This is an optimization exercise on Yosys and OpenROAD, whose aim is small area and a short achievable clock period, not a production implementation. Where RTL was checked, it was by simulation tests only, not by an equivalence proof against the original. The RTL of run 1 was laid out without a check of its function. Power is estimated from default activity; no workload was simulated. No driver is modelled on the clock port, so clocking that relies on it looks cheaper here than on a real chip.

==> flow/design.v <==
module SPI_RAM(din,clk,rst_n,rx_valid,dout);
input [9:0] din;
input clk,rst_n,rx_valid;
output reg [7:0] dout;
reg [3:0] cnt;            
reg [7:0] wr_addr;
reg wz;                   
reg [7:0] rd_addr;
reg wp;                   
reg wpz;                  
reg [7:0] wdata;
reg [7:0] rs;             
reg wr, wr_n;             
wire [7:0] wt = wpz ? 8'd0 : wr_addr;
wire [7:0] wd = wdata ^ {8{~cnt[3]}};
wire [3:0] cntm1 = cnt - 4'd1;
wire [7:0] tap [0:31];
genvar r;
generate
    for (r = 0; r < 32; r = r + 1) begin : ring
        reg [63:0] q;     
        wire sel = (wt[7:3] == r);
        wire a = sel & wr;
        wire b = ~sel | wr_n;
        always @(posedge clk)
            q <= {q[55:0], ~((q[63:56] | {8{a}}) & (wd | {8{b}}))};
        assign tap[r] = q[7:0];
    end
endgenerate
wire deliver = rx_valid && rst_n;
wire put = deliver && din[9:8] == 2'b01;
wire wp_nx = put | (wp & ~wr);
wire wpz_nx = put ? wz : wpz;
wire [2:0] wt_nx = wpz_nx ? 3'd0 : wr_addr[2:0];
wire wr_nx = wp_nx && (cnt[2:0] + 3'd1 == wt_nx);
always @(posedge clk)
    cnt <= cnt + 4'd1;
always @(posedge clk) begin
    wp   <= wp_nx;
    wpz  <= wpz_nx;
    wr   <= wr_nx;
    wr_n <= ~wr_nx;
    if (put)
        wdata <= din[7:0];
    if (rx_valid && din[9:8] == 2'b00)
        wr_addr <= din[7:0];
    if (!rst_n)
        wz <= 1'b1;
    else if (rx_valid && din[9:8] == 2'b00)
        wz <= 1'b0;
    if (!rst_n)
        rd_addr <= 8'd0;
    else if (rx_valid && din[9:8] == 2'b10)
        rd_addr <= din[7:0];
    if (cntm1[2:0] == rd_addr[2:0])
        rs <= tap[rd_addr[7:3]] ^ {8{cntm1[3]}};
    if (deliver && din[9:8] == 2'b11)
        dout <= rs;
end
endmodule
module SPI_Slave(MOSI,clk,SS_n,tx_data,rst_n,MISO,rx_valid,rx_data);
    input MOSI,clk,SS_n,rst_n;
    input [7:0] tx_data;
    output reg MISO,rx_valid;
    output [9:0] rx_data;
localparam IDLE  = 3'd0;
localparam CHK   = 3'd1;
localparam WRITE = 3'd2;
localparam RDATA = 3'd3;
localparam RADD  = 3'd4;
reg [2:0] cs;
reg [3:0] bit_count;
reg read_ctrl;            
reg is_read_cmd;          
reg flag;                 
reg b0;                   
reg [9:0] sh;             
wire wpath = (cs == WRITE);
assign rx_data = {sh[9:1], wpath ? b0 : sh[0]};
wire cap = rx_valid & rx_data[9] & rx_data[8];
always @(posedge clk)
    sh <= {sh[8:0], MOSI};
always @(posedge clk) begin
    if (!rst_n) begin
        cs          <= IDLE;
        rx_valid    <= 1'b0;
        MISO        <= 1'b0;
        read_ctrl   <= 1'b0;
        is_read_cmd <= 1'b0;
        flag        <= 1'b0;
        b0          <= 1'b0;
    end else begin
        rx_valid <= 1'b0;
        if (rx_valid && wpath)
            b0 <= sh[0];
        if (cap)
            flag <= 1'b1;
        case (cs)
            IDLE: begin
                MISO <= 1'b0;
                if (!SS_n) cs <= CHK;
            end
            CHK: begin
                if (SS_n)
                    cs <= IDLE;
                else begin
                    is_read_cmd <= MOSI;
                    cs <= is_read_cmd ? (read_ctrl ? RDATA : RADD) : WRITE;
                end
            end
            WRITE, RADD: begin
                if (SS_n || bit_count == 4'd10)
                    cs <= IDLE;
                else if (bit_count == 4'd9) begin
                    rx_valid <= 1'b1;
                    if (cs == RADD) read_ctrl <= 1'b1;
                end
            end
            RDATA: begin
                if (SS_n || bit_count == 4'd10)
                    cs <= IDLE;
                else begin
                    MISO <= flag && !bit_count[3] && tx_data[~bit_count[2:0]];
                    if (bit_count == 4'd9) begin
                        read_ctrl <= 1'b0;
                        flag <= 1'b0;
                    end
                end
            end
            default: cs <= IDLE;
        endcase
    end
end
always @(posedge clk) begin
    if (cs == CHK)
        bit_count <= 4'd0;
    else
        bit_count <= bit_count + 4'd1;
end
endmodule
module TopModule(MOSI,clk,SS_n,rst_n,MISO);
    input MOSI,clk,SS_n,rst_n;
    output MISO;
    wire [9:0] rx_data;
    wire rx_valid;
    wire [7:0] tx_data;
    SPI_Slave spi_slave (MOSI,clk,SS_n,tx_data,rst_n,MISO,rx_valid,rx_data);
    SPI_RAM ram(rx_data,clk,rst_n,rx_valid,tx_data);
endmodule
==> flow/run.sh <==
#!/bin/bash
# synth_recipe.tcl (not shown) runs the flow's synth.tcl, then flattens the netlist and writes it again
# the make line also repeats each setting of config.mk as NAME=value (left out here)
make -C /OpenROAD-flow-scripts/flow DESIGN_CONFIG=/design/flow/config.mk WORK_HOME=/design/flow/orfs CLKGATE_MAP_FILE= SYNTH_SCRIPT=/design/flow/synth_recipe.tcl finish
==> flow/config.mk <==
export PLATFORM = sky130hd
export DESIGN_NAME = TopModule
export DESIGN_NICKNAME = TopModule
export VERILOG_FILES = /design/flow/design.v
export SDC_FILE = /design/flow/constraint.sdc
export NUM_CORES = 8
export LEC_CHECK = 0
export CAP_MARGIN = 30
export CORE_MARGIN = 2
export CORE_UTILIZATION = 40
export CTS_BUF_LIST = sky130_fd_sc_hd__clkbuf_16 sky130_fd_sc_hd__clkbuf_8 sky130_fd_sc_hd__clkbuf_4
export CTS_CLUSTER_SIZE = 30
export SETUP_SLACK_MARGIN = 4.5
export SLEW_MARGIN = 20
==> flow/constraint.sdc <==
create_clock -name core_clock -period 7.0 [get_ports {clk}]
set_input_delay 1.4000 -clock core_clock [delete_from_list [all_inputs] [get_ports {clk}]]
set_output_delay 1.4000 -clock core_clock [all_outputs]
set_load 0.01 [all_outputs]
==> impl_metrics.tcl, run 1 <==
set metrics [dict create \
    status "finished clean" \
    setup_violations 0 \
    cts_made_buffers 185 \
    synth_nets 3040 \
    ant_nets 0 \
    globalplace.congestion 0.951 \
    clock_skew_ps 37.3 \
    holdPathStages 0 \
    multi_input_area_um2 5470 \
    synth_seq_cells 2120 \
    r2r_setup_slack_ps 4480 \
    drv_slew 0 \
    crit_chain "buf_6" \
    min_path_type "reg -> reg" \
    num_vias 22700 \
    fin_util 0.479 \
    totalWireLength_um 112000 \
    seq_area_frac_synth 0.883 \
    dp_slack_ps 3730 \
    critical-path-top-delay-family "flip-flops" \
    reg2reg_from "ram.rd_addr[4]" \
    firstDrtPassIters 5 \
    yosys.area.top_type "dfxtp_1" \
    rr_worst_depth 7 \
    first_iter_violations 1898 \
    start_util 0.404 \
    synth_area_leaders "dfxtp_1 (86%), o22ai_1 (3.4%), edfxtp_1 (2.0%)" \
    finalHoldViolCount 0 \
    cts_buffer_depth 3 \
    syn_area_um2 48400 \
    setup-tns-final_ps 0 \
    reg2reg_to "ram.rs[4]" \
    io_pins 5 \
    grt_pass1_wl_um 158000 \
    dp_hpwl_um 73600 \
    via_per_inst 4.57 \
    hp-start "ram.ring[16].q[52]" \
    area_growth_syn_to_layout_pct 18.7 \
    p_leak_nw 22.6 \
    antenna_found_initial 9 \
    rows 127 \
    ir_drop_mv 0.221 \
    synth_cell_type_count 73 \
    cts-root-buf "clkbuf_16" \
    tritoncts "built" \
    holdBufCountCts 0 \
    grt-ovfl-total 0 \
    coreArea_um2 120000 \
    dieArea_um2 124000 \
    worstMarginPinSlew_ps 1040 \
    htreeDepth 4 \
    synth_edf_count 32 \
    die_height_um 352 \
    synthArstFlopShare 0 \
    period_share 0.371 \
    crit_path_max_incr_delay_ps 320 \
    crit_path_start_kind "flip-flop" \
    clk_pin_slew_ps 60 \
    nFillCells 10100 \
    fin_nets 3208 \
    drive_gt1_frac 0.141 \
    hold_end "ram.ring[16].q[60]" \
    cts_sinks 2120 \
    cellPowerDensity_nw_per_um2 394 \
    slew_headroom 0.302 \
    cp.arrival_ps 1200 \
    crit_fanout 2 \
    synth_warnings 2 \
    period_needed_ps 2600 \
    finalInstanceArea_um2 57500 \
    routedWlPerCell_um 22.5 \
    syn_inst 3031 \
    netlist.area_leader.share 0.863 \
    avgSynthCellArea_um2 16.0 \
    port_buffers 4 \
    cp_num_buf_inv 1 \
    regArea_um2 42800 \
    max_freq_mhz 385 \
    crit_type "reg -> out" \
    placed_cell_area_um2 50400 \
    grt_max_degree 45 \
    rsz0062_at_grt "yes" \
    worst_skew_pair.late_latency_ps 780 \
    grtUsageTotal 0.178 \
    cp_slowest_cell "dfxtp_2" \
    layout_setup_ws_ps 4400 \
    end_kind "output port" \
    drc 0 \
    die_x_um 352 \
    worstPathRequired_ps 5600 \
    grt_pass1_vias 21900 \
    synth_ff_type "dfxtp_1" \
    maxCapViolations 0 \
]
==> cell usage after synthesis, types with 3 or more instances <==
| library cell | count |
|---|---|
| a2111oi_0 | 9 |
| o21ai_0 | 14 |
| inv_1 | 15 |
| ha_1 | 5 |
| o22ai_1 | 260 |
| a21oi_1 | 12 |
| nor3_1 | 28 |
| nand2b_1 | 9 |
| dfxtp_1 | 2088 |
| nor4_1 | 4 |
| buf_4 | 4 |
| a31oi_1 | 7 |
| edfxtp_1 | 32 |
| clkbuf_1 | 43 |
| xnor2_1 | 20 |
| mux2_2 | 9 |
| nand4_1 | 27 |
| and3b_1 | 3 |
| a22oi_1 | 17 |
| nor3b_1 | 7 |
| nand3_1 | 52 |
| and3_1 | 32 |
| buf_6 | 10 |
| o32a_1 | 4 |
| a221oi_1 | 7 |
| nor2_1 | 89 |
| o31ai_1 | 3 |
| mux2i_1 | 22 |
| a32oi_1 | 17 |
| a32o_1 | 3 |
| nor3b_2 | 3 |
| xor2_1 | 6 |
| nand2_1 | 66 |
| nand3b_1 | 10 |
| a22o_1 | 14 |
| buf_2 | 15 |
| nor2b_1 | 13 |
| and2_1 | 3 |
| or3b_2 | 3 |
| or3_1 | 8 |
==> kinds of logic after synthesis <==
family | synth area share
buffers and inverters | 0.00915
and+or+nand+nor | 0.0394
xor gates and xnor gates | 0.00470
DFF | 0.883
muxes | 0.00788
AOI/OAI and AO/OA | 0.0542
adders and majority gates | 0.00150
==> metrics by stage <==
stage          hold WS (ps)  total power, mW  std cells
2_1_floorplan           310             12.4       3031
3_3_place_gp            309             12.4       4599
3_5_place_dp            312             12.4       4605
4_1_cts                 295             22.9       4959
5_1_grt                 307             23.4       4968
6_report                302             22.7       4970
==> layer usage <==
layer | track usage | vias up | routed length [µm]
li1 | - | 10700 | -
met1 | 0.256 | 11200 | 54400
met2 | 0.265 | 616 | 48000
met3 | 0.0340 | 183 | 5600
met4 | 0.0705 | 2 | 3920
met5 | 0 | - | 10
==> timing repair <==
action	in CTS	in global routing
resized for setup	43	20
setup buffers	9	9
pin swaps	1	4
gates cloned	1	0
endpoints found under the setup margin	9	37
==> sequential cells by signal, indices dropped and copies added (netlist names), 8 cells and up <==
signal / cells
ram.rd_addr: 8
ram.dout: 8
spi_slave.sh: 10
ram.ring.q: 2048
ram.wr_addr: 8
ram.rs: 8
ram.wdata: 8
==> area by class of cell <==
class | instances | area share
inverter | 15 | 0.000980
multi-input combinational | 822 | 0.0951
clock buffer | 267 | 0.0984
antenna | 2 | 0.0000871
timing repair buffer | 55 | 0.00932
sequential | 2120 | 0.744
clock inverter | 77 | 0.0167
tap | 1612 | 0.0351
==> power breakdown <==
| part | internal (mW) | switching (mW) | total (mW) |
|---|---|---|---|
| Combinational | 0.0260 | 0.0244 | 0.0504 |
| Clock | 6.10 | 4.39 | 10.5 |
| Sequential | 12.1 | 0.0239 | 12.1 |
| Total | 18.2 | 4.44 | 22.7 |
==> layout by cell type (no fill, tap or decap), types with 9 or more instances in the layout <==
cell type,synthesis,final
inv_1,15,15
o21ai_0,14,13
and3_1,32,31
buf_4,4,38
clkinv_2,0,32
dfxtp_1,2088,2083
bufinv_16,0,11
clkbuf_16,0,191
nand2_1,66,64
nor3_1,28,21
xnor2_2,0,9
nand4_1,27,27
a22oi_1,17,17
a21oi_1,12,12
a32oi_1,17,16
nor2b_1,13,10
xnor2_1,20,11
clkinvlp_4,0,11
mux2i_1,22,20
clkbuf_4,0,27
nand3_1,52,52
a22o_1,14,14
edfxtp_1,32,32
clkbuf_8,0,49
nor2_1,89,83
nand3b_1,10,10
o22ai_1,260,259
==> worst max-delay path by stage <==
| stage | to | cells after the start | from | slack (ps) |
|---|---|---|---|---|
| finish | MISO | 1 | spi_slave.MISO | 4400 |
| global route | MISO | 1 | spi_slave.MISO | 4350 |
| detailed placement | ram.rs[5] | 7 | ram.rd_addr[6] | 3730 |
| global placement | ram.rs[5] | 7 | ram.rd_addr[7] | 3660 |
| CTS | MISO | 1 | spi_slave.MISO | 4350 |
| floorplan | ram.wr | 6 | rst_n | 4490 |
==> run 2: changes to the inputs <==
--- a/flow/design.v
+++ b/flow/design.v
@@ -7,19 +7,18 @@
 reg wz;                   
 reg [7:0] rd_addr;
 reg wp;                   
-reg wpz;                  
 reg [7:0] wdata;
+reg [7:0] rm;             
 reg [7:0] rs;             
 reg wr, wr_n;             
-wire [7:0] wt = wpz ? 8'd0 : wr_addr;
 wire [7:0] wd = wdata ^ {8{~cnt[3]}};
-wire [3:0] cntm1 = cnt - 4'd1;
+wire [3:0] cntm2 = cnt - 4'd2;
 wire [7:0] tap [0:31];
 genvar r;
 generate
     for (r = 0; r < 32; r = r + 1) begin : ring
         reg [63:0] q;     
-        wire sel = (wt[7:3] == r);
+        wire sel = (wr_addr[7:3] == r);
         wire a = sel & wr;
         wire b = ~sel | wr_n;
         always @(posedge clk)
@@ -30,20 +29,19 @@
 wire deliver = rx_valid && rst_n;
 wire put = deliver && din[9:8] == 2'b01;
 wire wp_nx = put | (wp & ~wr);
-wire wpz_nx = put ? wz : wpz;
-wire [2:0] wt_nx = wpz_nx ? 3'd0 : wr_addr[2:0];
-wire wr_nx = wp_nx && (cnt[2:0] + 3'd1 == wt_nx);
+wire wr_nx = wp_nx && (cnt[2:0] + 3'd1 == wr_addr[2:0]);
 always @(posedge clk)
     cnt <= cnt + 4'd1;
 always @(posedge clk) begin
     wp   <= wp_nx;
-    wpz  <= wpz_nx;
     wr   <= wr_nx;
     wr_n <= ~wr_nx;
     if (put)
         wdata <= din[7:0];
     if (rx_valid && din[9:8] == 2'b00)
         wr_addr <= din[7:0];
+    else if (wz && !wp)
+        wr_addr <= 8'd0;
     if (!rst_n)
         wz <= 1'b1;
     else if (rx_valid && din[9:8] == 2'b00)
@@ -52,8 +50,9 @@
         rd_addr <= 8'd0;
     else if (rx_valid && din[9:8] == 2'b10)
         rd_addr <= din[7:0];
-    if (cntm1[2:0] == rd_addr[2:0])
-        rs <= tap[rd_addr[7:3]] ^ {8{cntm1[3]}};
+    rm <= tap[rd_addr[7:3]];
+    if (cntm2[2:0] == rd_addr[2:0])
+        rs <= rm ^ {8{cntm2[3]}};
     if (deliver && din[9:8] == 2'b11)
         dout <= rs;
 end
--- a/flow/config.mk
+++ b/flow/config.mk
@@ -8,7 +8,7 @@
 export CAP_MARGIN = 30
 export CORE_MARGIN = 2
 export CORE_UTILIZATION = 40
-export CTS_BUF_LIST = sky130_fd_sc_hd__clkbuf_16 sky130_fd_sc_hd__clkbuf_8 sky130_fd_sc_hd__clkbuf_4
-export CTS_CLUSTER_SIZE = 30
+export CTS_CLUSTER_DIAMETER = 60
+export CTS_CLUSTER_SIZE = 25
 export SETUP_SLACK_MARGIN = 4.5
 export SLEW_MARGIN = 20
==> run 2 against run 1 <==
  * Clock skew is 4.3 ps lower
  * Cell area is 5.9% lower
  * Via count is 5.8% lower
  * Critical path type unchanged
  * Routed wire length is 20% lower
==> impl_metrics.tcl, run 2 <==
set metrics [dict create \
    grt_max_degree 54 \
    stdcell_count 4786 \
    switching_power_mw 3.72 \
    worstPathRequired_ps 5600 \
    crit_chain "buf_6" \
    yosysMostFrequentCell "dfxtp_1" \
    port_buffers 4 \
    synth_area_leaders "dfxtp_1 (86%), o22ai_1 (3.4%), edfxtp_1 (2.0%)" \
    placed_cell_area_um2 50600 \
    syn_area_um2 48700 \
    sequentialPowerShare 0.645 \
    crit_fanout 2 \
    io_pins 5 \
    netlist.area_leader.share 0.861 \
    largest_register_ffs 2048 \
    slew_headroom 0.361 \
    coreArea_um2 121000 \
    crit_path_max_incr_delay_ps 330 \
    final_common_cell "dfxtp_1" \
    setup_violations 0 \
    end_kind "output port" \
    r2r_setup_slack_ps 4460 \
    ir_drop_mv 0.217 \
    fin_nets 3124 \
    clk_pin_slew_ps 90 \
    seq_area_frac_synth 0.880 \
    cts_buffer_depth 3 \
    max_freq_mhz 393 \
    totalWireLength_um 89700 \
    grt-ovfl-total 0 \
    rows 128 \
    drc 0 \
    n_antenna_cell 0 \
    cts_sinks 2127 \
    synth_warnings 2 \
    whs_ps 304 \
    pwr-share-clk 0.352 \
    synth_cell_type_count 64 \
    synthArstFlopShare 0 \
    num_vias 21400 \
    worstMarginPinSlew_ps 956 \
    fin_util 0.446 \
    largestRegisters "ram.ring.q: 2048 flops, spi_slave.sh: 10 flops" \
    clock_skew_ps 33.1 \
    ant_nets 0 \
    min_path_type "reg -> reg" \
    first_iter_violations 1680 \
    cts-root-buf "clkbuf_16" \
    status "finished clean" \
    worst_skew_pair.late_latency_ps 710 \
    finalHoldViolCount 0 \
    crit_type "reg -> out" \
    cellPowerDensity_nw_per_um2 349 \
    critical-path-top-delay-family "flip-flops" \
    start_util 0.401 \
    crit_path_start_kind "flip-flop" \
    grt_pass1_vias 20400 \
    cts_made_buffers 103 \
    grt_pass1_wl_um 131000 \
    routedWlPerCell_um 18.7 \
    yosys.area.top_type "dfxtp_1" \
    via_per_inst 4.47 \
    synth_nets 3062 \
    period_share 0.364 \
    cp.arrival_ps 1150 \
    cp_num_buf_inv 1 \
    place_inst 4622 \
    period_needed_ps 2550 \
    swShare 0.197 \
    p_leak_nw 20.6 \
    synth_ff_type "dfxtp_1" \
    final_cell_mix "dfxtp_1 (2,090), o22ai_1 (264), clkbuf_16 (104)" \
    firstDrtPassIters 5 \
    synth_edf_count 32 \
    regMostFlops "ram.ring.q" \
    p_int_mw 15.1 \
    cp_slowest_cell "dfxtp_2" \
    die_x_um 353 \
    avgSynthCellArea_um2 16.0 \
    htreeDepth 3 \
    drive_gt1_frac 0.0785 \
    combinationalPowerShare 0.003 \
    synth_seq_cells 2127 \
    globalplace.congestion 0.892 \
    area_growth_syn_to_layout_pct 11.0 \
    rsz0062_at_grt "yes" \
    maxCapViolations 0 \
    synthTopCellsByCount "dfxtp_1 (2,095), o22ai_1 (264), nor2_1 (78), nand3_1 (76), nand2_1 (64)" \
    setup-tns-final_ps 0 \
    dieArea_um2 125000 \
    dp_hpwl_um 57200 \
    finalInstanceArea_um2 54100 \
    grtUsageTotal 0.141 \
    syn_inst 3052 \
    antenna_found_initial 1 \
    drv_slew 0 \
    die_height_um 353 \
    tritoncts "built" \
]
run 2: cell types whose count changed after synthesis, sizes merged, moves of 9 or more:
cell / before / now
nor2: 90 / 79
nor3: 28 / 13
a22o: 14 / 0
a32oi: 17 / 8
mux2i: 22 / 40
nor3b: 10 / 23
nand3: 52 / 76
mux2: 10 / 26
nor2b: 13 / 22
and3: 32 / 15
nand4: 27 / 18
o21ai: 14 / 35
run 2: worst register-to-register path, delay by kind of cell, from the launching register on:
kind,cells,cell delay [ps]
AO/OA/AOI/OAI,3,930
buffers and inverters,3,790
flip-flops,1,380
AND/OR/NAND/NOR,2,320
run 2: power by group through the flow:
stage	Combinational, mW	Sequential [mW]	Clock (mW)
6_report	0.0584	12.2	6.64
2_1_floorplan	0.0482	12.4	0
3_3_place_gp	0.0562	12.4	0
3_5_place_dp	0.0580	12.4	0
4_1_cts	0.0582	12.2	6.80
5_1_grt	0.0644	12.2	7.24
run 2: area by class of cell:
class | instances | area, µm²
Clock buffer | 117 | 2690
Clock inverter | 35 | 464
Fill cell | 10700 | 67300
Inverter | 12 | 45.0
Multi-Input combinational cell | 828 | 5550
Sequential cell | 2127 | 42900
Tap cell | 1625 | 2030
Timing Repair Buffer | 42 | 390
run 2: per-stage QoR:
step | power, mW | worst slack, ps
floorplan | 12.5 | 4480
global placement | 12.5 | 3550
detailed placement | 12.5 | 3470
CTS | 19.0 | 4380
global route | 19.5 | 4400
finish | 18.9 | 4450
run 2: repair_timing:
action                                  CTS  global route
gates cloned                              0             0
buffers inserted                          0             7
endpoints found under the setup margin   59            50
hold buffers                              0             0
hold endpoints to repair                  0             0
resized for setup                        30            17
run 2: logic make-up (layout without fill, tap and decap cells):
logic type      after synthesis  in the layout  share of synthesized area
compound gates              370            370                     0.0488
xor+xnor                     28             28                    0.00503
fa+ha+maj                     6              6                    0.00154
buf+inv                      97            206                    0.00991
flops                      2127           2127                      0.880
mux                          68             68                     0.0158
simple gates                356            356                     0.0386
run 2: layer usage:
metal	part of all wire	GRT usage	vias to the layer above
li1	-	-	10400
met1	0.49	0.201	10400
met2	0.43	0.213	496
met3	0.046	0.0255	171
met4	0.039	0.0560	0
met5	0	0	-
run 2: final timing paths:
check                startpoint  cells after the start                 end
max              spi_slave.MISO                      1                MISO
min          ram.ring[17].q[31]                      0  ram.ring[17].q[39]
max reg2reg      ram.rd_addr[3]                      8           ram.rm[6]
min reg2reg  ram.ring[17].q[31]                      0  ram.ring[17].q[39]
==> run 3: changes to the inputs <==
--- a/flow/config.mk
+++ b/flow/config.mk
@@ -10,5 +10,5 @@
 export CORE_UTILIZATION = 40
 export CTS_CLUSTER_DIAMETER = 60
 export CTS_CLUSTER_SIZE = 25
-export SETUP_SLACK_MARGIN = 4.5
+export SETUP_SLACK_MARGIN = 5.0
 export SLEW_MARGIN = 20
==> run 3 against run 2 <==
  * Worst hold slack got worse by 1.1 ps
  * Routed wire length increased by 7.2%
  * Core utilization increased by 1.3 points
  * Synthesized cell count unchanged
  * Sequential power about the same
  * Clock power increased by 4.2%
  * Register-to-register slack improved by 420 ps
  * Global-route usage increased by 0.67 points
==> impl_metrics.tcl, run 3 <==
set metrics [dict create \
    status "finished clean" \
    via_per_inst 4.58 \
    drc 0 \
    cp_num_buf_inv 1 \
    netlist.area_leader.share 0.861 \
    end_kind "output port" \
    max_freq_mhz 392 \
    worstPathRequired_ps 5600 \
    crit_path_max_incr_delay_ps 340 \
    synth_edf_count 32 \
    yosysMostFrequentCell "dfxtp_1" \
    clock_skew_ps 35.3 \
    reg2reg_from "ram.rd_addr[7]" \
    crit_type "reg -> out" \
    cp_slowest_cell "dfxtp_2" \
    grt_max_degree 55 \
    setup-tns-final_ps 0 \
    die_height_um 353 \
    synth_ff_type "dfxtp_1" \
    regMostFlops "ram.ring.q" \
    rsz0062_at_grt "yes" \
    reg2reg_to "ram.rm[2]" \
    synth_area_leaders "dfxtp_1 (86%), o22ai_1 (3.4%), edfxtp_1 (2.0%)" \
    grt_pass1_wl_um 136000 \
    dp_hpwl_um 59600 \
    yosys.area.top_type "dfxtp_1" \
    cts_buffer_depth 3 \
    setup_violations 0 \
    first_iter_violations 1966 \
    whs_ps 303 \
    worst_skew_pair.late_latency_ps 730 \
    ant_nets 0 \
    fin_nets 3173 \
    clk_pin_slew_ps 90 \
    finalHoldViolCount 0 \
    ir_drop_mv 0.263 \
    num_vias 22100 \
    crit_path_start_kind "flip-flop" \
    drive_gt1_frac 0.126 \
    grt_pass1_vias 20800 \
    worstMarginPinSlew_ps 703 \
    dieArea_um2 125000 \
    cts_sinks 2127 \
    tritoncts "built" \
    cp.arrival_ps 1150 \
    synth_seq_cells 2127 \
    totalWireLength_um 96200 \
    routedWlPerCell_um 19.9 \
    fin_util 0.459 \
    maxCapViolations 0 \
    p_leak_nw 21.3 \
    endpoint "MISO" \
    seq_area_frac_synth 0.880 \
    largestRegisters "ram.ring.q: 2048 flops, spi_slave.sh: 10 flops" \
    coreArea_um2 121000 \
    slew_headroom 0.529 \
    drv_slew 0 \
    period_share 0.364 \
    largest_register_ffs 2048 \
    syn_inst 3052 \
    grtUsageTotal 0.148 \
    syn_area_um2 48700 \
    globalplace.congestion 0.885 \
    final_cell_mix "dfxtp_1 (2,089), o22ai_1 (264), clkbuf_16 (116)" \
    synth_warnings 2 \
    die_x_um 353 \
    placed_cell_area_um2 50700 \
    critical-path-top-delay-family "flip-flops" \
    synthArstFlopShare 0 \
    crit_chain "buf_6" \
    dp_slack_ps 3790 \
    htreeDepth 3 \
    crit_fanout 2 \
    cts-root-buf "clkbuf_16" \
    min_path_type "reg -> reg" \
    final_common_cell "dfxtp_1" \
    n_antenna_cell 0 \
    rr_worst_depth 8 \
    rows 128 \
    cts_made_buffers 105 \
    firstDrtPassIters 5 \
    avgSynthCellArea_um2 16.0 \
    r2r_setup_slack_ps 4880 \
    antenna_found_initial 1 \
    layout_setup_ws_ps 4450 \
    io_pins 5 \
    synth_cell_type_count 64 \
    cellPowerDensity_nw_per_um2 344 \
    start_util 0.401 \
    grt-ovfl-total 0 \
    area_growth_syn_to_layout_pct 14.3 \
    port_buffers 4 \
    finalInstanceArea_um2 55700 \
    synthTopCellsByCount "dfxtp_1 (2,095), o22ai_1 (264), nor2_1 (78), nand3_1 (76), nand2_1 (64)" \
    synth_nets 3062 \
    path_depth 1 \
    critical_path.startpoint "spi_slave.MISO" \
    period_needed_ps 2550 \
]
## run 3: cell counts after synthesis
No cell type changed its count.
## run 3: metal layers
metal / routed length [µm] / track usage / part of all wire
met2: 41300 / 0.224 / 0.43
met4: 3410 / 0.0543 / 0.035
met1: 46600 / 0.215 / 0.48
met5: 0 / 0 / 0
met3: 4870 / 0.0208 / 0.051
## run 3: layout make-up
| class | instances | area, µm² |
|---|---|---|
| clock buffer | 117 | 2730 |
| clock inverter | 41 | 653 |
| fill | 10500 | 65700 |
| inverter | 12 | 45.0 |
| multi-input combinational | 828 | 6200 |
| sequential | 2127 | 42900 |
| tap | 1625 | 2030 |
| timing repair buffer | 89 | 1110 |
## run 3: worst min-delay path by stage
| stage | start | end | slack, ps | depth (start not counted) |
|---|---|---|---|---|
| floorplan | ram.ring[0].q[8] | ram.ring[0].q[16] | 310 | 0 |
| global placement | ram.ring[21].q[33] | ram.ring[21].q[41] | 310 | 0 |
| detailed placement | ram.ring[13].q[54] | ram.ring[13].q[62] | 310 | 0 |
| CTS | ram.ring[8].q[20] | ram.ring[8].q[28] | 300 | 0 |
| global route | ram.ring[8].q[20] | ram.ring[8].q[28] | 320 | 0 |
| finish | ram.ring[8].q[20] | ram.ring[8].q[28] | 300 | 0 |
## run 3: power breakdown
group          leakage (nW)  internal, mW  switching, mW
combinational          2.11        0.0337         0.0314
clock                  1.65          3.17           3.74
sequential             17.5          12.1         0.0247
## run 3: per-stage QoR
| step | power, mW | instances |
|---|---|---|
| finish | 19.1 | 4839 |
| global route | 19.8 | 4839 |
| CTS | 19.3 | 4807 |
| detailed placement | 12.5 | 4621 |
| global placement | 12.5 | 4613 |
| floorplan | 12.5 | 3052 |
## run 3: cell families after synthesis
| logic type | Yosys count | synth area share |
|---|---|---|
| DFF | 2127 | 0.880 |
| adders and majority gates | 6 | 0.00154 |
| muxes | 68 | 0.0158 |
| AOI/OAI and AO/OA | 370 | 0.0488 |
| xor gates and xnor gates | 28 | 0.00503 |
| buffers and inverters | 97 | 0.00991 |
| and+or+nand+nor | 356 | 0.0386 |
## run 3: timing repair
action / CTS / global route
buffers inserted: 27 / 21
endpoints found under the setup margin: 300 / 204
hold buffers: 0 / 0
gates cloned: 1 / 10
gates resized for setup: 155 / 83
pin swaps: 7 / 34
==> run 4: changes to the inputs <==
==> flow/flow/run.sh (new file) <==
#!/bin/bash
# The standard layout (standard.sh), with the clock tree built from smaller
# sink clusters and without dummy loads. make's output goes to make.log; each
# ORFS step keeps its own log under orfs/logs/.
set -euo pipefail
export CTS_ARGS="-sink_clustering_enable -repair_clock_nets -dont_use_dummy_load -buf_list {sky130_fd_sc_hd__clkbuf_16 sky130_fd_sc_hd__clkbuf_8 sky130_fd_sc_hd__clkbuf_4} -root_buf sky130_fd_sc_hd__clkbuf_16 -sink_clustering_buffer sky130_fd_sc_hd__clkbuf_16 -sink_buffer_max_cap_derate 1.0 -sink_clustering_size 30 -sink_clustering_max_diameter 80"
bash standard.sh finish > make.log 2>&1
==> flow/standard.sh (new file) <==
#!/bin/bash
# synth_recipe.tcl (not shown) runs the flow's synth.tcl, then flattens the netlist and writes it again
# the make line also repeats each setting of config.mk as NAME=value (left out here)
make -C /OpenROAD-flow-scripts/flow DESIGN_CONFIG=/design/flow/config.mk WORK_HOME=/design/flow/orfs CLKGATE_MAP_FILE= SYNTH_SCRIPT=/design/flow/synth_recipe.tcl "${@:-finish}"
--- a/flow/config.mk
+++ b/flow/config.mk
@@ -8,7 +8,5 @@
 export CAP_MARGIN = 30
 export CORE_MARGIN = 2
 export CORE_UTILIZATION = 40
-export CTS_CLUSTER_DIAMETER = 60
-export CTS_CLUSTER_SIZE = 25
-export SETUP_SLACK_MARGIN = 5.0
+export SETUP_SLACK_MARGIN = 4.5
 export SLEW_MARGIN = 20
removed: flow/run.sh
==> run 4 against run 3 <==
  * Non-clock buffer count shrank 49
  * Sequential power is essentially flat
  * Clock power down 22%
  * Setup slack worse by 24 ps
  * Core utilization is 2.2 points lower
  * Cell area shrank 4.9%
  * Critical path depth rose by 6
  * Register-to-register slack worse by 450 ps
  * Clock-buffer cell count is 35 lower
  * Total power down 7.9%
  * Routed wire length fell by 7.4%
  * Via count decreased by 3.9%
  * Critical path type is now reg -> reg
  * Largest power group unchanged
  * Highest routed layer unchanged
==> impl_metrics.tcl, run 4 <==
set metrics [dict create \
    avgSynthCellArea_um2 16.0 \
    largestRegisters "ram.ring.q: 2048 flops, spi_slave.sh: 10 flops" \
    cts_made_buffers 82 \
    routedWlPerCell_um 18.9 \
    grtUsageTotal 0.140 \
    final_common_cell "dfxtp_1" \
    die_height_um 353 \
    finalHoldViolCount 0 \
    setup-tns-final_ps 0 \
    coreArea_um2 121000 \
    dieArea_um2 125000 \
    synth_warnings 2 \
    drc 0 \
    cp.arrival_ps 3150 \
    port_buffers 4 \
    grt-ovfl-total 0 \
    whs_ps 247 \
    die_x_um 353 \
    slew_headroom 0.363 \
    grt_pass1_vias 20100 \
    nFillCells 10800 \
    syn_area_um2 48700 \
    tritoncts "built" \
    syn_inst 3052 \
    final_cell_mix "dfxtp_1 (2,090), o22ai_1 (264), clkbuf_16 (82)" \
    worstPathRequired_ps 7570 \
    status "finished clean" \
    num_vias 21300 \
    htreeDepth 3 \
    crit_chain "buf_12 -> mux2i_2 -> a2bb2oi_1 -> nand4_1 -> a2111oi_0 -> buf_4 -> a21oi_1" \
    n_antenna_cell 0 \
    netlist.area_leader.share 0.861 \
    rows 128 \
    area_growth_syn_to_layout_pct 8.69 \
    dp_slack_ps 3470 \
    dp_hpwl_um 57200 \
    drv_slew 0 \
    worst_skew_pair.late_latency_ps 700 \
    start_util 0.401 \
    ant_nets 0 \
    synth_cell_type_count 64 \
    firstDrtPassIters 7 \
    crit_path_start_kind "flip-flop" \
    rsz0062_at_grt "yes" \
    p_leak_nw 20.1 \
    period_share 0.368 \
    layout_setup_ws_ps 4430 \
    via_per_inst 4.51 \
    io_pins 5 \
    cts_sinks 2127 \
    end_kind "flip-flop" \
    synth_nets 3062 \
    seq_area_frac_synth 0.880 \
    grt_max_degree 54 \
    yosys.area.top_type "dfxtp_1" \
    fin_util 0.436 \
    crit_fanout 32 \
    synth_area_leaders "dfxtp_1 (86%), o22ai_1 (3.4%), edfxtp_1 (2.0%)" \
    worstMarginPinSlew_ps 953 \
    antenna_found_initial 2 \
    max_freq_mhz 388 \
    synthTopCellsByCount "dfxtp_1 (2,095), o22ai_1 (264), nor2_1 (78), nand3_1 (76), nand2_1 (64)" \
    globalplace.congestion 0.892 \
    finalPower_mw 17.6 \
    drive_gt1_frac 0.0596 \
    synth_seq_cells 2127 \
    cellPowerDensity_nw_per_um2 333 \
    cts-root-buf "clkbuf_16" \
    clock_skew_ps 106 \
    crit_path_max_incr_delay_ps 570 \
    ir_drop_mv 0.217 \
    period_needed_ps 2570 \
    synth_ff_type "dfxtp_1" \
    largest_register_ffs 2048 \
    setup_violations 0 \
    regMostFlops "ram.ring.q" \
    min_path_type "reg -> reg" \
    cp_slowest_cell "dfxtp_4" \
    cts_buffer_depth 3 \
    clk_pin_slew_ps 110 \
    grt_pass1_wl_um 130000 \
    yosysMostFrequentCell "dfxtp_1" \
    totalWireLength_um 89100 \
    first_iter_violations 1666 \
    synthArstFlopShare 0 \
    synth_edf_count 32 \
    maxCapViolations 0 \
    fin_nets 3101 \
    crit_type "reg -> reg" \
]
-- run 4: cell counts after synthesis --
Identical to the previous run, type by type.
-- run 4: logic make-up after synthesis --
logic type               after synthesis  share of synthesized area
AO/OA/AOI/OAI                        370                     0.0488
XOR/XNOR                              28                    0.00503
adder cells (fa/ha/maj)                6                    0.00154
buffers and inverters                 97                    0.00991
flip-flops                          2127                      0.880
multiplexers                          68                     0.0158
AND/OR/NAND/NOR                      356                     0.0386
-- run 4: cell type report --
type	instances	area, µm²	area share
Inverter	12	45.0	0.000850
Sequential cell	2127	42900	0.810
Timing Repair Buffer	40	364	0.00687
Clock buffer	82	2050	0.0387
Multi-Input combinational cell	828	5560	0.105
Tap cell	1625	2030	0.0384
-- run 4: stage by stage --
| step | area (µm²) | instances |
|---|---|---|
| after global placement | 50600 | 4618 |
| after global routing | 53000 | 4714 |
| final | 53000 | 4714 |
| after CTS | 52800 | 4705 |
| after floorplan | 48700 | 3052 |
| after detailed placement | 50600 | 4622 |
-- run 4: worst max-delay path: cells and delay by family (launching register included) --
kind / cells / cell delay [ps]
buffers and inverters: 2 / 510
multiplexers: 1 / 410
AO/OA/AOI/OAI: 3 / 820
AND/OR/NAND/NOR: 1 / 140
flip-flops: 1 / 570
-- run 4: final timing paths --
path                     start  slack, ps           endpoint  depth (start not counted)
min          ram.ring[4].q[17]        250  ram.ring[4].q[25]                          0
max             ram.rd_addr[7]       4430          ram.rm[6]                          7
min reg2reg  ram.ring[4].q[17]        250  ram.ring[4].q[25]                          0
max reg2reg     ram.rd_addr[7]       4430          ram.rm[6]                          7
-- run 4: repair_timing --
| item | CTS | global route |
|---|---|---|
| endpoints found under the setup margin | 69 | 57 |
| setup buffers | 1 | 4 |
| hold buffers | 0 | 0 |
| gates resized for setup | 28 | 20 |
-- run 4: where the power goes --
part | leakage [nW] | internal (mW) | switching, mW | total (mW)
Combinational | 1.60 | 0.0311 | 0.0270 | 0.0581
Clock | 1.01 | 2.12 | 3.30 | 5.41
Sequential | 17.5 | 12.1 | 0.0244 | 12.2
-- run 4: metal layers --
| layer | wire (µm) | share of wire | vias to the layer above | GRT usage |
|---|---|---|---|---|
| met2 | 38200 | 0.43 | 468 | 0.211 |
| met1 | 43800 | 0.49 | 10400 | 0.203 |
| met4 | 3290 | 0.037 | 0 | 0.0519 |
| met3 | 3820 | 0.043 | 163 | 0.0233 |
| met5 | 0 | 0 | - | 0 |
| li1 | - | - | 10300 | - |
==> run 5: changes to the inputs <==
--- a/flow/config.mk
+++ b/flow/config.mk
@@ -8,5 +8,5 @@
 export CAP_MARGIN = 30
 export CORE_MARGIN = 2
 export CORE_UTILIZATION = 40
-export SETUP_SLACK_MARGIN = 4.5
+export SETUP_SLACK_MARGIN = 5.0
 export SLEW_MARGIN = 20
==> run 5 against run 4 <==
  * Still clean
  * Register-to-register slack better by 560 ps
  * Worst hold slack worse by 16 ps
  * Via count is 1.9% higher
  * Largest cell class unchanged
==> impl_metrics.tcl, run 5 <==
set metrics [dict create \
    htreeDepth 3 \
    grtUsageTotal 0.146 \
    synth_area_leaders "dfxtp_1 (86%), o22ai_1 (3.4%), edfxtp_1 (2.0%)" \
    place_inst 4621 \
    rows 128 \
    seq_area_frac_synth 0.880 \
    whs_ps 231 \
    setup_violations 0 \
    ant_nets 0 \
    synth_top_family_by_area "compound AO/OA/AOI/OAI gates" \
    synth_mux_area_frac 0.0158 \
    antenna_found_initial 1 \
    rsz0062_at_grt "yes" \
    synthTopCellsByCount "dfxtp_1 (2,095), o22ai_1 (264), nor2_1 (78), nand3_1 (76), nand2_1 (64)" \
    cellPowerDensity_nw_per_um2 326 \
    first_iter_violations 2047 \
    end_kind "output port" \
    n_antenna_cell 0 \
    io_pins 5 \
    finalHoldViolCount 0 \
    synth_ff_type "dfxtp_1" \
    layout_setup_ws_ps 4490 \
    crit_chain "buf_6" \
    final_common_cell "dfxtp_1" \
    critical-path-top-delay-family "flip-flops" \
    routedWlPerCell_um 20.0 \
    die_height_um 353 \
    largestRegisters "ram.ring.q: 2048 flops, spi_slave.sh: 10 flops" \
    avgSynthCellArea_um2 16.0 \
    ir_drop_mv 0.219 \
    netlist.area_leader.share 0.861 \
    start_util 0.401 \
    worstMarginPinSlew_ps 1020 \
    min_path_type "reg -> reg" \
    dp_hpwl_um 59600 \
    coreArea_um2 121000 \
    grt_pass1_vias 20500 \
    synth_warnings 2 \
    fin_nets 3142 \
    cp_num_buf_inv 1 \
    setup-tns-final_ps 0 \
    p_leak_nw 20.5 \
    nFillCells 10700 \
    crit_fanout 2 \
    synth-adder-area-share 0.00154 \
    max_freq_mhz 398 \
    crit_type "reg -> out" \
    worstPathRequired_ps 5600 \
    cts_buffer_depth 3 \
    yosys.area_share.simple 0.0386 \
    yosysMostFrequentCell "dfxtp_1" \
    area_growth_syn_to_layout_pct 11.1 \
    crit_path_start_kind "flip-flop" \
    synth_compound_area_frac 0.0488 \
    holdBufCountCts 0 \
    cts_made_buffers 83 \
    cp_slowest_cell "dfxtp_2" \
    finalPower_mw 17.7 \
    r2r_setup_slack_ps 4990 \
    period_share 0.359 \
    synthArstFlopShare 0 \
    synth_edf_count 32 \
    clock_skew_ps 93.6 \
    num_vias 21700 \
    synth_seq_cells 2127 \
    slew_headroom 0.319 \
    tritoncts "built" \
    port_buffers 4 \
    clk_pin_slew_ps 100 \
    drc 0 \
    regMostFlops "ram.ring.q" \
    status "finished clean" \
    dp_slack_ps 3790 \
    via_per_inst 4.56 \
    grt-ovfl-total 0 \
    grt_max_degree 56 \
    syn_inst 3052 \
    cts-root-buf "clkbuf_16" \
    maxCapViolations 0 \
    totalWireLength_um 95000 \
    drive_gt1_frac 0.104 \
    final_cell_mix "dfxtp_1 (2,088), o22ai_1 (263), clkbuf_16 (88)" \
    synth_nets 3062 \
    synth_cell_type_count 64 \
    firstDrtPassIters 6 \
    dieArea_um2 125000 \
    cp.arrival_ps 1110 \
    synthXorXnorAreaFrac 0.00503 \
    drv_slew 0 \
    crit_path_max_incr_delay_ps 340 \
    cts_sinks 2127 \
    syn_area_um2 48700 \
    worst_skew_pair.late_latency_ps 680 \
    grt_pass1_wl_um 135000 \
    globalplace.congestion 0.885 \
    largest_register_ffs 2048 \
    die_x_um 353 \
    yosys.area.top_type "dfxtp_1" \
    period_needed_ps 2510 \
    stdcell_count 4755 \
]
-- run 5: power by group --
group | switching [mW] | total [mW] | internal [mW]
Combinational | 0.0312 | 0.0650 | 0.0338
Sequential | 0.0242 | 12.2 | 12.1
Clock | 3.30 | 5.44 | 2.14
-- run 5: through the flow --
stage	instance area [µm²]	util
5_1_grt	54200	0.446
6_report	54200	0.446
4_1_cts	53600	0.441
2_1_floorplan	48800	-
3_5_place_dp	50700	0.417
3_3_place_gp	50600	0.417
-- run 5: path summary, 6_finish.rpt --
path                       from                 end  cells past startpoint
max reg2reg      ram.rd_addr[6]           ram.rm[0]                      9
min reg2reg  ram.ring[23].q[16]  ram.ring[23].q[24]                      0
min          ram.ring[23].q[16]  ram.ring[23].q[24]                      0
max              spi_slave.MISO                MISO                      1
-- run 5: timing repair --
| action | CTS | global route |
|---|---|---|
| cloned | 2 | 7 |
| resized for setup | 142 | 76 |
| endpoints found under the setup margin | 303 | 156 |
| pin swaps | 5 | 36 |
| setup buffers | 26 | 15 |
-- run 5: cell families after synthesis --
logic type / count (synthesis)
AO/OA/AOI/OAI: 370
buffers and inverters: 97
XOR/XNOR: 28
flip-flops: 2127
AND/OR/NAND/NOR: 356
multiplexers: 68
adder cells (fa/ha/maj): 6
-- run 5: worst register-to-register path: stages (launching register included) --
cell and delay, ps:
dfxtp_4 380, buf_12 140, buf_16 120, buf_12 140
nor3b_4 80, buf_6 150, a32oi_1 170, nand3_1 160
a2111oi_4 470, a21oi_1 120
-- run 5: area by class of cell --
| cell class | count | area (µm²) | share of cell area |
|---|---|---|---|
| Multi-Input combinational cell | 829 | 6170 | 0.114 |
| Clock buffer | 83 | 2080 | 0.0383 |
| Tap cell | 1625 | 2030 | 0.0375 |
| Sequential cell | 2127 | 42900 | 0.792 |
| Timing Repair Buffer | 79 | 928 | 0.0171 |
| Inverter | 12 | 45.0 | 0.000832 |
-- run 5: layer usage --
layer | vias to the layer above | global-route usage | part of all wire
met2 | 600 | 0.220 | 0.42
met1 | 10500 | 0.213 | 0.49
met4 | 0 | 0.0603 | 0.046
met3 | 229 | 0.0195 | 0.045
li1 | 10400 | - | -
met5 | - | 0 | 0
==> run 6: changes to the inputs <==
==> flow/flow/run.sh (replaced) <==
#!/bin/bash
# The standard layout (standard.sh) with two changes:
#  - synthesis maps the logic with an area-oriented ABC script (abc.script
#    here, in place of ORFS's abc_speed.script); every other synthesis step,
#    and so every register, is the standard synthesis's;
#  - the clock tree is built from larger sink clusters, without dummy loads.
# Each make run writes its output to a log here; each ORFS step keeps its
# own log under orfs/logs/.
set -euo pipefail
here=$(pwd)
rm -rf "$here/scripts_abc"
cp -r "$FLOW_HOME/scripts" "$here/scripts_abc"
cp "$here/flow/abc.script" "$here/scripts_abc/abc_speed.script"
bash standard.sh "SCRIPTS_DIR=$here/scripts_abc" synth > synth.log 2>&1
export CTS_ARGS="-sink_clustering_enable -repair_clock_nets -dont_use_dummy_load -buf_list {sky130_fd_sc_hd__clkbuf_16 sky130_fd_sc_hd__clkbuf_8 sky130_fd_sc_hd__clkbuf_4} -root_buf sky130_fd_sc_hd__clkbuf_16 -sink_clustering_buffer sky130_fd_sc_hd__clkbuf_16 -sink_buffer_max_cap_derate 1.0 -sink_clustering_size 30 -sink_clustering_max_diameter 80"
bash standard.sh finish > make.log 2>&1
==> flow/flow/abc.script (new file) <==
&get -n
&st
&syn2
&dch -f
&nf -a -R 100
&st
&syn2
&dch -f
&nf -a -R 100
&put
buffer -c
topo
stime -c
upsize -c
dnsize -c
--- a/flow/config.mk
+++ b/flow/config.mk
@@ -8,5 +8,5 @@
 export CAP_MARGIN = 30
 export CORE_MARGIN = 2
 export CORE_UTILIZATION = 40
-export SETUP_SLACK_MARGIN = 5.0
+export SETUP_SLACK_MARGIN = 4.8
 export SLEW_MARGIN = 20
==> run 6 against run 5 <==
  * First-iteration DRC count decreased by 18%
  * Die area decreased by 2.3%
  * Synthesized area decreased by 2.3%
  * Setup slack improved by 46 ps
==> impl_metrics.tcl, run 6 <==
set metrics [dict create \
    status "finished clean" \
    crit_fanout 2 \
    antenna_found_initial 2 \
    cellPowerDensity_nw_per_um2 338 \
    synth_area_leaders "dfxtp_1 (88%), o22ai_1 (3.4%), edfxtp_1 (2.0%)" \
    synth_edf_count 32 \
    dieArea_um2 122000 \
    multi_input_area_um2 4990 \
    area_growth_syn_to_layout_pct 9.64 \
    p_int_mw 14.3 \
    clk_pin_slew_ps 100 \
    crit_chain "buf_6" \
    synth_ff_type "dfxtp_1" \
    dp_hpwl_um 55900 \
    rows 126 \
    synth_nets 2895 \
    first_iter_violations 1687 \
    grt-ovfl-total 0 \
    pwr-share-clk 0.308 \
    rsz0062_at_grt "yes" \
    swShare 0.189 \
    coreArea_um2 118000 \
    regMostFlops "ram.ring.q" \
    critical_path.startpoint "spi_slave.MISO" \
    ant_nets 0 \
    cts-root-buf "clkbuf_16" \
    reg2reg_from "ram.wr" \
    htreeDepth 3 \
    yosysMostFrequentCell "dfxtp_1" \
    combinationalPowerShare 0.003 \
    grt_pass1_vias 18900 \
    seq_area_frac_synth 0.901 \
    rr_worst_depth 3 \
    crit_path_max_incr_delay_ps 330 \
    placed_cell_area_um2 49600 \
    grtUsageTotal 0.137 \
    final_cell_mix "dfxtp_1 (2,088), o22ai_1 (257), clkbuf_16 (83)" \
    firstDrtPassIters 6 \
    cts_sinks 2127 \
    worstMarginPinSlew_ps 1050 \
    finalHoldViolCount 0 \
    synth_cell_type_count 47 \
    fin_nets 2966 \
    regArea_um2 42900 \
    setup-tns-final_ps 0 \
    synth_warnings 2 \
    reg2reg_to "ram.ring[16].q[4]" \
    nFillCells 10300 \
    num_vias 20200 \
    ir_drop_mv 0.166 \
    top_layer_used "met4" \
    slew_headroom 0.300 \
    cp_num_buf_inv 1 \
    totalWireLength_um 84800 \
    end_kind "output port" \
    wl_met2_um 34700 \
    sequentialPowerShare 0.689 \
    drv_slew 0 \
    grt_max_degree 33 \
    worstPathRequired_ps 5600 \
    maxCapViolations 0 \
    holdBufCountCts 0 \
    final_common_cell "dfxtp_1" \
    clock_skew_ps 78.1 \
    max_freq_mhz 405 \
    yosys.area.top_type "dfxtp_1" \
    syn_area_um2 47600 \
    endpoint "MISO" \
    globalplace.congestion 0.873 \
    routedWlPerCell_um 18.9 \
    syn_inst 2885 \
    cp_slowest_cell "dfxtp_2" \
    wl_met1_um 43900 \
    wl_met3_um 4050 \
    switching_power_mw 3.34 \
    drc 0 \
    cts_buffer_depth 3 \
    min_path_type "reg -> reg" \
    finalInstanceArea_um2 52200 \
    setup_violations 0 \
    critical-path-top-delay-family "flip-flops" \
    port_buffers 4 \
    avgSynthCellArea_um2 16.5 \
    io_pins 5 \
    period_needed_ps 2470 \
    largest_register_ffs 2048 \
    crit_path_start_kind "flip-flop" \
    crit_type "reg -> out" \
    start_util 0.403 \
    r2r_setup_slack_ps 4730 \
    worst_skew_pair.late_latency_ps 670 \
    stdcell_count 4490 \
    synth_seq_cells 2127 \
    cp.arrival_ps 1070 \
    drive_gt1_frac 0.0768 \
    via_per_inst 4.51 \
    period_share 0.352 \
    largestRegisters "ram.ring.q: 2048 flops, spi_slave.sh: 10 flops" \
    grt_pass1_wl_um 123000 \
    die_height_um 349 \
    path_depth 1 \
    synthTopCellsByCount "dfxtp_1 (2,095), o22ai_1 (257), nor2_1 (94), nand2_1 (68), a221oi_1 (61)" \
    netlist.area_leader.share 0.881 \
    place_inst 4398 \
    p_leak_nw 19.8 \
    die_x_um 349 \
    tritoncts "built" \
    n_antenna_cell 0 \
    synthArstFlopShare 0 \
    cts_made_buffers 83 \
]
-- run 6: cell families (layout without fill, tap and decap cells) --
kind of cell | after synthesis | count (layout) | synth area share
AND/OR/NAND/NOR | 253 | 253 | 0.0252
XOR/XNOR | 28 | 28 | 0.00515
flip-flops | 2127 | 2127 | 0.901
buffers and inverters | 56 | 125 | 0.00510
adder cells (fa/ha/maj) | 6 | 6 | 0.00158
AO/OA/AOI/OAI | 411 | 411 | 0.0604
multiplexers | 4 | 4 | 0.00137
-- run 6: per-stage QoR --
step | hold WS, ps | power (mW) | util | setup WS, ps
after CTS | 236 | 17.8 | 0.440 | 4490
after detailed placement | 312 | 12.5 | 0.420 | 3830
final | 237 | 17.6 | 0.442 | 4530
after global routing | 247 | 18.2 | 0.442 | 4500
after global placement | 310 | 12.5 | 0.420 | 3830
after floorplan | 310 | 12.5 | - | 4740
-- run 6: layout make-up --
cell class              instances  share of cell area
well taps                    1536              0.0368
inverters                      10            0.000719
repair buffers                 32             0.00494
multi-input cells             702              0.0955
flip-flops and latches       2127               0.822
clock buffers                  83              0.0398
-- run 6: worst min-delay path by stage --
stage | from | to | slack [ps] | cells after the start
final | ram.ring[25].q[44] | ram.ring[25].q[52] | 240 | 0
after global routing | ram.ring[25].q[44] | ram.ring[25].q[52] | 250 | 0
after CTS | ram.ring[25].q[44] | ram.ring[25].q[52] | 240 | 0
after detailed placement | ram.ring[0].q[9] | ram.ring[0].q[17] | 310 | 0
after global placement | ram.ring[13].q[41] | ram.ring[13].q[49] | 310 | 0
after floorplan | ram.ring[0].q[8] | ram.ring[0].q[16] | 310 | 0
-- run 6: power by group through the flow --
stage | combinational (mW) | sequential, mW | clock [mW]
finish | 0.0570 | 12.2 | 5.43
global route | 0.0644 | 12.2 | 6.00
CTS | 0.0584 | 12.2 | 5.58
detailed placement | 0.0576 | 12.4 | 0
global placement | 0.0560 | 12.4 | 0
floorplan | 0.0463 | 12.4 | 0
-- run 6: per-layer routing --
| layer | vias to the layer above | GRT usage |
|---|---|---|
| met3 | 137 | 0.0258 |
| met1 | 9899 | 0.209 |
| met5 | - | 0 |
| li1 | 9817 | - |
| met2 | 394 | 0.195 |
| met4 | 0 | 0.0453 |
-- run 6: repair_timing --
item | CTS | global route
endpoints found under the setup margin | 91 | 95
buffers inserted | 3 | 4
hold endpoints to repair | 0 | 0
pin swaps | 1 | 0
gates resized for setup | 71 | 38
-- run 6: worst reg2reg max path, delay by kind of cell, from the launching register on --
kind / cells / cell delay, ps
compound gates: 1 / 200
simple gates: 2 / 1520
flops: 1 / 400
==> run 7: changes to the inputs <==
==> flow/config.mk (replaced) <==
export PLATFORM = sky130hd
export DESIGN_NAME = TopModule
export DESIGN_NICKNAME = TopModule
export VERILOG_FILES = /design/flow/design.v
export SDC_FILE = /design/flow/constraint.sdc
export NUM_CORES = 8
export LEC_CHECK = 0
export CAP_MARGIN = 0
export CORE_MARGIN = 2
export CORE_UTILIZATION = 40
export SETUP_SLACK_MARGIN = 4.6
export SLEW_MARGIN = 0
==> run 7 against run 6 <==
  * Clock power fell by 1%
  * First-iteration DRC count fell by 2.6%
  * Via count barely moved
  * Worst hold slack improved by 46 ps
  * Clock skew fell by 2.8 ps
  * Clock-buffer cell count fell by 2
  * Register-to-register slack got worse by 120 ps
  * Synthesized area did not move
  * Flip-flop and latch count did not move
  * Critical path depth did not move
  * Synthesized cell count did not move
  * Routed wire length fell by 1.3%
==> impl_metrics.tcl, run 7 <==
set metrics [dict create \
    start_util 0.403 \
    rsz0062_at_grt "yes" \
    seq_area_frac_synth 0.901 \
    netlist.area_leader.share 0.881 \
    coreArea_um2 118000 \
    num_vias 20300 \
    cts_made_buffers 81 \
    synthArstFlopShare 0 \
    tritoncts "built" \
    ant_nets 0 \
    cp_num_buf_inv 1 \
    maxCapViolations 0 \
    avgSynthCellArea_um2 16.5 \
    status "finished clean" \
    area_growth_syn_to_layout_pct 8.84 \
    cellPowerDensity_nw_per_um2 339 \
    synth_ff_type "dfxtp_1" \
    period_needed_ps 2460 \
    cts-root-buf "clkbuf_16" \
    setup-tns-final_ps 0 \
    finalInstanceArea_um2 51800 \
    max_freq_mhz 407 \
    synth_cell_type_count 47 \
    sequentialPowerShare 0.692 \
    final_common_cell "dfxtp_1" \
    synthTopCellsByCount "dfxtp_1 (2,095), o22ai_1 (257), nor2_1 (94), nand2_1 (68), a221oi_1 (61)" \
    htreeDepth 3 \
    worstPathRequired_ps 5600 \
    swShare 0.189 \
    min_path_type "reg -> reg" \
    p_leak_nw 19.7 \
    globalplace.congestion 0.848 \
    cp_slowest_cell "dfxtp_2" \
    worst_skew_pair.late_latency_ps 660 \
    yosysMostFrequentCell "dfxtp_1" \
    dp_hpwl_um 55200 \
    synth_edf_count 32 \
    io_pins 5 \
    finalHoldViolCount 0 \
    cts_buffer_depth 3 \
    critical-path-top-delay-family "flip-flops" \
    placed_cell_area_um2 49500 \
    clock_skew_ps 75.3 \
    rows 126 \
    regMostFlops "ram.ring.q" \
    largest_register_ffs 2048 \
    syn_inst 2885 \
    antenna_found_initial 1 \
    setup_violations 0 \
    switching_power_mw 3.32 \
    cts_sinks 2127 \
    n_antenna_cell 0 \
    period_share 0.351 \
    grt-ovfl-total 0 \
    nFillCells 10300 \
    dieArea_um2 122000 \
    final_cell_mix "dfxtp_1 (2,093), o22ai_1 (257), clkbuf_16 (81)" \
    grt_pass1_vias 18900 \
    die_height_um 349 \
    grtUsageTotal 0.136 \
    fin_nets 2952 \
    drive_gt1_frac 0.0612 \
    slew_headroom 0.273 \
    crit_path_start_kind "flip-flop" \
    clk_pin_slew_ps 100 \
    via_per_inst 4.53 \
    first_iter_violations 1643 \
    firstDrtPassIters 5 \
    p_int_mw 14.3 \
    crit_path_max_incr_delay_ps 330 \
    grt_pass1_wl_um 123000 \
    yosys.area.top_type "dfxtp_1" \
    synth_area_leaders "dfxtp_1 (88%), o22ai_1 (3.4%), edfxtp_1 (2.0%)" \
    drc 0 \
    worstMarginPinSlew_ps 1080 \
    pwr-share-clk 0.305 \
    crit_type "reg -> out" \
    routedWlPerCell_um 18.7 \
    largestRegisters "ram.ring.q: 2048 flops, spi_slave.sh: 10 flops" \
    drv_slew 0 \
    cp.arrival_ps 1060 \
    combinationalPowerShare 0.003 \
    end_kind "output port" \
    totalWireLength_um 83700 \
    grt_max_degree 33 \
    holdBufCountCts 0 \
    syn_area_um2 47600 \
    synth_warnings 2 \
    ir_drop_mv 0.217 \
    synth_nets 2895 \
    die_x_um 349 \
    finalPower_mw 17.6 \
    crit_chain "buf_6" \
    synth_seq_cells 2127 \
    crit_fanout 2 \
    port_buffers 4 \
]
## run 7: kinds of logic after synthesis
kind of cell               after synthesis  synth area share
adders and majority gates                6           0.00158
and+or+nand+nor                        253            0.0252
muxes                                    4           0.00137
buffers and inverters                   56           0.00510
AOI/OAI and AO/OA                      411            0.0604
xor gates and xnor gates                28           0.00515
DFF                                   2127             0.901
## run 7: path summary, 6_finish.rpt
check,startpoint,end,slack [ps],cells after the start
worst max register to register,ram.wr_addr[7],ram.ring[1].q[3],4610,3
worst min register to register,ram.ring[12].q[10],ram.ring[12].q[18],280,0
worst max-delay path,spi_slave.MISO,MISO,4540,1
worst min-delay path,ram.ring[12].q[10],ram.ring[12].q[18],280,0
## run 7: power groups by stage
| stage | Sequential [mW] | Combinational, mW | Clock, mW |
|---|---|---|---|
| floorplan | 12.4 | 0.0421 | 0 |
| global placement | 12.4 | 0.0525 | 0 |
| detailed placement | 12.4 | 0.0526 | 0 |
| CTS | 12.2 | 0.0534 | 5.51 |
| global route | 12.2 | 0.0610 | 5.91 |
| finish | 12.2 | 0.0544 | 5.36 |
## run 7: cell type report
class,instances,area (µm²),area share
sequential,2127,42900,0.828
multi-input combinational,702,4760,0.0920
clock buffer,81,2030,0.0391
tap,1536,1920,0.0371
timing repair buffer,20,156,0.00302
inverter,10,37.5,0.000724
## run 7: layer usage
metal  vias up  track usage  share of wire
met5         -            0              0
met4         0       0.0415          0.027
met3       138       0.0243          0.047
met2       417        0.194           0.41
met1      9904        0.207           0.52
li1       9795            -              -
## run 7: worst register-to-register path, cell delays in order (launching register included)
cell and delay [ps]:
edfxtp_1 420, nand2b_1 610, nor2_1 940, o22ai_1 200
## run 7: through the flow
step | util | setup WS (ps) | hold slack [ps] | cells
after floorplan | - | 4610 | 310 | 2885
after global placement | 0.419 | 3600 | 310 | 4391
after detailed placement | 0.419 | 3620 | 312 | 4392
after CTS | 0.438 | 4490 | 285 | 4473
after global routing | 0.439 | 4480 | 294 | 4476
final | 0.439 | 4540 | 283 | 4476
## run 7: timing repair
| item | in CTS | in global routing |
|---|---|---|
| buffers inserted | 0 | 3 |
| pin swaps | 1 | 1 |
| gates resized for setup | 36 | 25 |
| setup endpoints to repair | 25 | 69 |
==> run 8: changes to the inputs <==
--- a/flow/config.mk
+++ b/flow/config.mk
@@ -5,8 +5,8 @@
 export SDC_FILE = /design/flow/constraint.sdc
 export NUM_CORES = 8
 export LEC_CHECK = 0
-export CAP_MARGIN = 0
+export CAP_MARGIN = 30
 export CORE_MARGIN = 2
 export CORE_UTILIZATION = 40
 export SETUP_SLACK_MARGIN = 4.6
-export SLEW_MARGIN = 0
+export SLEW_MARGIN = 20
==> run 8 against run 7 <==
  * Setup slack worse by 9.8 ps
  * Sequential share of layout area about the same
  * Clock skew down 7.2 ps
  * Critical path type unchanged
  * Critical endpoint unchanged
==> impl_metrics.tcl, run 8 <==
set metrics [dict create \
    synth_area_leaders "dfxtp_1 (88%), o22ai_1 (3.4%), edfxtp_1 (2.0%)" \
    synth_ff_type "dfxtp_1" \
    worst_skew_pair.late_latency_ps 660 \
    reg2reg_to "ram.rm[2]" \
    finalInstanceArea_um2 51800 \
    p_leak_nw 19.7 \
    syn_area_um2 47600 \
    tritoncts "built" \
    reg2reg_from "ram.rd_addr[4]" \
    place_inst 4392 \
    synthArstFlopShare 0 \
    synth_warnings 2 \
    drv_slew 0 \
    crit_path_max_incr_delay_ps 330 \
    cp_num_buf_inv 1 \
    crit_path_start_kind "flip-flop" \
    holdPathStages 0 \
    rsz0062_at_grt "yes" \
    synth_edf_count 32 \
    port_buffers 4 \
    critical-path-top-delay-family "flip-flops" \
    holdBufCountCts 0 \
    cts_buffer_depth 3 \
    synth_seq_cells 2127 \
    grtUsageTotal 0.135 \
    n_antenna_cell 0 \
    hold_end "ram.ring[1].q[60]" \
    clk_pin_slew_ps 100 \
    cp_slowest_cell "dfxtp_2" \
    crit_type "reg -> out" \
    ant_nets 0 \
    hp-start "ram.ring[1].q[52]" \
    rows 126 \
    grt_max_degree 33 \
    firstDrtPassIters 5 \
    avgSynthCellArea_um2 16.5 \
    maxCapViolations 0 \
    final_common_cell "dfxtp_1" \
    ir_drop_mv 0.208 \
    period_needed_ps 2470 \
    totalWireLength_um 83600 \
    end_kind "output port" \
    crit_fanout 2 \
    largest_register_ffs 2048 \
    placed_cell_area_um2 49500 \
    coreArea_um2 118000 \
    period_share 0.353 \
    antenna_found_initial 1 \
    clock_skew_ps 68.1 \
    whs_ps 288 \
    routedWlPerCell_um 18.7 \
    drc 0 \
    die_height_um 349 \
    area_growth_syn_to_layout_pct 8.84 \
    finalHoldViolCount 0 \
    fin_nets 2953 \
    syn_inst 2885 \
    htreeDepth 3 \
    globalplace.congestion 0.848 \
    worstPathRequired_ps 5600 \
    setup_violations 0 \
    num_vias 20300 \
    synth_nets 2895 \
    status "finished clean" \
    dp_slack_ps 3640 \
    rr_worst_depth 6 \
    crit_chain "buf_6" \
    cts_made_buffers 81 \
    cp.arrival_ps 1070 \
    io_pins 5 \
    synth_cell_type_count 47 \
    cts_sinks 2127 \
    stdcell_count 4477 \
    cts-root-buf "clkbuf_16" \
    first_iter_violations 1661 \
    worstMarginPinSlew_ps 1060 \
    grt_pass1_wl_um 122000 \
    setup-tns-final_ps 0 \
    cellPowerDensity_nw_per_um2 339 \
    yosysMostFrequentCell "dfxtp_1" \
    max_freq_mhz 405 \
    layout_setup_ws_ps 4530 \
    grt_pass1_vias 18800 \
    dieArea_um2 122000 \
    die_x_um 349 \
    via_per_inst 4.53 \
    drive_gt1_frac 0.0595 \
    r2r_setup_slack_ps 4630 \
    netlist.area_leader.share 0.881 \
    start_util 0.403 \
    grt-ovfl-total 0 \
    synthTopCellsByCount "dfxtp_1 (2,095), o22ai_1 (257), nor2_1 (94), nand2_1 (68), a221oi_1 (61)" \
    final_cell_mix "dfxtp_1 (2,094), o22ai_1 (257), nor2_1 (82)" \
    largestRegisters "ram.ring.q: 2048 flops, spi_slave.sh: 10 flops" \
    dp_hpwl_um 55200 \
    slew_headroom 0.289 \
    regMostFlops "ram.ring.q" \
    yosys.area.top_type "dfxtp_1" \
    seq_area_frac_synth 0.901 \
    min_path_type "reg -> reg" \
]
-- run 8: cell count changes in the layout (fill, tap and decap cells not counted), sizes merged --
cell,before,now
clkbuf,82,83
-- run 8: power by group --
part           internal, mW  leakage [nW]  switching (mW)  total (mW)
clock network          2.09         0.998            3.26        5.36
registers              12.1          17.5          0.0250        12.2
logic                0.0274          1.20          0.0256      0.0530
total                  14.3          19.7            3.31        17.6
-- run 8: timing repair --
item / in CTS / in global routing
gates resized for setup: 33 / 22
pin swaps: 1 / 1
setup endpoints to repair: 25 / 28
buffers inserted: 0 / 1
-- run 8: kinds of logic after synthesis --
group / after synthesis / share of synthesized area
AOI/OAI and AO/OA: 411 / 0.0604
xor gates and xnor gates: 28 / 0.00515
adders and majority gates: 6 / 0.00158
buffers and inverters: 56 / 0.00510
DFF: 2127 / 0.901
muxes: 4 / 0.00137
and+or+nand+nor: 253 / 0.0252
-- run 8: area by class of cell --
class                      instances  area [µm²]
clock buffer                      81        2030
sequential                      2127       42900
inverter                          10        37.5
fill                           10300       66300
timing repair buffer              21         165
tap                             1536        1920
multi-input combinational        702        4760
-- run 8: worst max path at each step --
stage,startpoint,end,slack [ps],depth (start not counted)
5_1_grt,spi_slave.MISO,MISO,4480,1
3_5_place_dp,rst_n,spi_slave.flag,3640,5
3_3_place_gp,rst_n,spi_slave.flag,3600,5
6_report,spi_slave.MISO,MISO,4530,1
2_1_floorplan,SS_n,spi_slave.MISO,4610,4
4_1_cts,spi_slave.MISO,MISO,4490,1
-- run 8: routing by layer --
metal / routed length, µm / up-vias / track usage
met5: 0 / - / 0
met4: 2240 / 0 / 0.0418
met3: 3950 / 130 / 0.0253
met2: 34000 / 428 / 0.192
met1: 43400 / 9926 / 0.207
li1: - / 9802 / -
-- run 8: per-stage QoR --
stage          total power [mW]   util
2_1_floorplan              12.5      -
3_3_place_gp               12.5  0.419
4_1_cts                    17.7  0.438
5_1_grt                    18.2  0.439
3_5_place_dp               12.5  0.419
6_report                   17.6  0.439

port drivers added, routing unchanged:
The results above use ideal ports. As a check the final layouts listed here were re-extracted and re-timed, cells and wires unchanged.
Step 1 assumes that a clkbuf_16 drives the clock port and a buf_2 every other input.
Step 2 times the ports against the registers' clock, not the clock port: input delays grow and output delays shrink by t, the midpoint of the rising clock arrivals with the driver on.
a / b / c = no drivers / after step 1 / after step 2; a / b = the first two.
| run | t (ns) | setup slack, ns | worst register clock-pin slew, ns | worst slew at a driven data input, ns |
|---|---|---|---|---|
| run 1 | 0.829 | 4.401 / 4.333 / 3.784 | 0.07 / 0.07 | 0.03 |
| run 2 | 0.763 | 4.455 / 4.387 / 3.925 | 0.09 / 0.09 | 0.03 |
| run 3 | 0.778 | 4.450 / 4.382 / 4.366 | 0.09 / 0.09 | 0.03 |
| run 4 | 0.722 | 4.425 / 4.390 / 3.917 | 0.12 / 0.12 | 0.03 |
| run 5 | 0.709 | 4.488 / 4.416 / 4.401 | 0.11 / 0.11 | 0.03 |
| run 6 | 0.709 | 4.534 / 4.461 / 4.428 | 0.11 / 0.11 | 0.07 |
| run 7 | 0.706 | 4.542 / 4.475 / 4.054 | 0.11 / 0.11 | 0.09 |
| run 8 | 0.708 | 4.532 / 4.464 / 4.057 | 0.11 / 0.11 | 0.09 |
After both steps setup and hold are still met in every run listed. The setup slack of run 1, which loses most, moves by -0.068 ns with the drivers and by -0.617 ns with both steps.
